What follows belongs to an exercise in optimizing a design on an open flow for small area and a short achievable clock period; a production flow would make more cautious choices. Power figures rest on the tool's default switching activity, not on a simulated workload.

v17:
==> flow/design.v <==
module mips_ex (
    input wire clk,
    input wire rst_n,
    input wire [32-1:0] id2ex_rs,
    input wire [32-1:0] id2ex_rt,
    input wire [32-1:0] id2ex_imm,
    input wire [32-1:0] id2ex_pc_incr,
    input wire [0+2-1+1+1-1+1+1-1+1+1-1+1+1-1+1+1-1+1+1-1+1+1-1+1+1-1+1+1-1+1+1-1+1+1-1+1+1-1+1+1-1+1+1-1+1+1-1+1+1-1+1-1:0] id2ex_dec_info,
    input wire [5-1:0] id2ex_rd_idx,
    input wire id2ex_rd_wen,
    output wire ex2mem_mem_read,
    output wire ex2mem_mem_write,
    output wire [32-1:0] ex2mem_mem_addr,
    output wire [32-1:0] ex2mem_mem_wdat,
    output wire [5-1:0] ex2mem_rd_idx,
    output wire [ 32-1:0] ex2mem_rd_wdat,
    output wire ex2mem_rd_wen
);
wire [17:0] di = id2ex_dec_info;
wire alu = di[1:0] == 2'd0;
wire agu = di[1:0] == 2'd1;
wire bjp = di[1:0] == 2'd2;
wire op_add  = di[2] | di[3] | di[4] | di[5];
wire op_sub  = di[4] | di[5] | di[13] | di[14];
wire op_and  = di[6];
wire op_or   = di[7];
wire op_xor  = di[8];
wire op_nor  = di[9];
wire op_sll  = di[10];
wire op_srl  = di[11];
wire op_sra  = di[12];
wire op_slt  = di[13];
wire op_sltu = di[14];
wire op_lui  = di[15];
wire op_any  = |di[15:2];
wire [31:0] a = (alu & di[17]) ? id2ex_pc_incr : id2ex_rs;
wire [31:0] b = (agu | alu & di[16]) ? id2ex_imm : id2ex_rt;
wire        sub = alu & op_sub;
wire [31:0] bb  = b ^ {32{sub}};
wire [31:0] p   = a ^ bb;
wire [31:0] g   = a & bb;
wire [32*6-1:0] gk;
wire [32*6-1:0] pk;
assign gk[31:0] = {g[31:1], g[0] | p[0] & sub};
assign pk[31:0] = p;
genvar i, l;
generate
    for (l = 0; l < 5; l = l + 1) begin : g_lvl
        for (i = 0; i < 32; i = i + 1) begin : g_bit
            if ((i >> l) & 1) begin : g_op
                localparam integer J = ((i >> l) << l) - 1;
                assign gk[32*(l+1)+i] = gk[32*l+i] | pk[32*l+i] & gk[32*l+J];
                assign pk[32*(l+1)+i] = pk[32*l+i] & pk[32*l+J];
            end else begin : g_pass
                assign gk[32*(l+1)+i] = gk[32*l+i];
                assign pk[32*(l+1)+i] = pk[32*l+i];
            end
        end
    end
endgenerate
wire [32:0] c   = {gk[32*5+31:32*5], sub};
wire [31:0] sum = p ^ c[31:0];
wire        cout = c[32];
wire lt = cout ^ (op_slt ? p[31] : 1'b1);
wire [4:0]  sh = b[4:0];
wire [31:0] a_rev;
generate
    for (i = 0; i < 32; i = i + 1) begin : g_rev_in
        assign a_rev[i] = a[31-i];
    end
endgenerate
wire [31:0] sx   = op_sll ? a_rev : a;
wire        fill = op_sra & a[31];
wire [31:0] sr   = $signed({fill, sx}) >>> sh;
wire [31:0] sl;
generate
    for (i = 0; i < 32; i = i + 1) begin : g_rev_out
        assign sl[i] = sr[31-i];
    end
endgenerate
wire sel_sum = ~alu | op_add;
wire sel_and = alu & op_and;
wire sel_or  = alu & op_or;
wire sel_xor = alu & op_xor;
wire sel_nor = alu & op_nor;
wire sel_sl  = alu & op_sll;
wire sel_sr  = alu & (op_srl | op_sra);
wire sel_lt  = alu & (op_slt | op_sltu);
wire sel_lui = alu & op_lui;
wire [31:0] res =
    {32{sel_sum}} & sum |
    {32{sel_and}} & g |
    {32{sel_or }} & (p | g) |
    {32{sel_xor}} & p |
    {32{sel_nor}} & ~(p | g) |
    {32{sel_sl }} & sl |
    {32{sel_sr }} & sr |
    {32{sel_lui}} & b |
    {31'd0, sel_lt & lt};
wire addr_v = agu & (di[2] | di[3]);
wire rd_v   = alu & id2ex_rd_wen & op_any | bjp & (di[5] | di[6]);
reg [31:0] res_n_q;   
reg [31:0] rt_q;
reg        addr_n_q, rd_n_q;   
reg        wdat_v_q;
reg        mem_read_q, mem_write_q, rd_wen_q;
reg [4:0]  rd_idx_q;
always @(posedge clk) begin
    res_n_q <= ~res;
    rt_q  <= id2ex_rt;
end
always @(posedge clk) begin
    if (~rst_n) begin
        addr_n_q    <= 1'b1;
        wdat_v_q    <= 1'b0;
        rd_n_q      <= 1'b1;
        mem_read_q  <= 1'b0;
        mem_write_q <= 1'b0;
        rd_wen_q    <= 1'b0;
        rd_idx_q    <= 5'd0;
    end else begin
        addr_n_q    <= ~addr_v;
        wdat_v_q    <= agu;
        rd_n_q      <= ~rd_v;
        mem_read_q  <= agu & di[2];
        mem_write_q <= agu & di[3];
        rd_wen_q    <= id2ex_rd_wen;
        rd_idx_q    <= id2ex_rd_idx;
    end
end
assign ex2mem_mem_read  = mem_read_q;
assign ex2mem_mem_write = mem_write_q;
assign ex2mem_mem_addr  = ~(res_n_q | {32{addr_n_q}});
assign ex2mem_mem_wdat  = rt_q & {32{wdat_v_q}};
assign ex2mem_rd_idx    = rd_idx_q;
assign ex2mem_rd_wdat   = ~(res_n_q | {32{rd_n_q}});
assign ex2mem_rd_wen    = rd_wen_q;
endmodule  
export LEC_CHECK = 0
export CAP_MARGIN = 20
export CORE_MARGIN = 5
export CORE_UTILIZATION = 40
export SLEW_MARGIN = 20
create_clock -name core_clock -period 7.0 [get_ports {clk}]
standard.sh (not shown) runs the stock make flow with config.mk's settings and CLKGATE_MAP_FILE= SYNTH_SCRIPT=/design/flow/synth_recipe.tcl, a recipe that flattens the netlist after the stock synthesis.
==> flow/flow/run.sh <==
#!/bin/bash
# Own layout flow: the standard flow (standard.sh), with the input and
# output ports buffered by the small sky130_fd_sc_hd__buf_1 instead of the
# delay buffer buffer_ports picks by default. Each step's output goes to a
# log of its own in the work folder.
set -euo pipefail
export BUFFER_PORTS_ARGS="-buffer_cell sky130_fd_sc_hd__buf_1"
bash standard.sh synth > synth.log 2>&1
bash standard.sh floorplan > floorplan.log 2>&1
bash standard.sh place > place.log 2>&1
bash standard.sh cts > cts.log 2>&1
bash standard.sh route > route.log 2>&1
bash standard.sh finish > finish.log 2>&1
v17 has completed all stages; timing, DRC and antenna checks passed.
#### Input delta (v27 over v17)
diff --git a/flow/config.mk b/flow/config.mk
--- a/flow/config.mk
+++ b/flow/config.mk
@@ -9,3 +9,4 @@
 export CORE_MARGIN = 5
 export CORE_UTILIZATION = 40
+export SETUP_SLACK_MARGIN = 2.5
 export SLEW_MARGIN = 20
## What came out
- Reported for v17 and v27, multiplexer area fraction after synthesis turned out identical to the last digit.
- Summary of v27 over v17: utilization +5.8 points, total power per unit cell area went down about 7%, routed wire length now sits higher.
No run of this note included a check of the RTL's function; only the layout flow was run.

[static timing again, ports no longer ideal]
In the flow no input, the clock included, has a driving cell. The finished layouts below were timed again as built, in two steps.
Step 1: set_driving_cell puts a clkbuf_16 on clk and a buf_2 on each other input, an assumption about the parent block.
Step 2 also shifts input and output timing later by t, the mid clock arrival at the registers, as if the neighbouring blocks saw the same clock.
a / b / c = no drivers / after step 1 / after step 2; a / b = the first two.
run	t, ns	slack for setup (ns)	slew at the worst register clock pin (ns)
v17	0.393	1.122 / 1.143 / 0.751	0.07 / 0.07
v27	0.397	2.408 / 2.410 / 2.013	0.06 / 0.06
After both steps every run listed still meets setup and hold. The setup slack of v27, which loses most, moves by +0.002 ns with the drivers and by -0.395 ns with both steps.
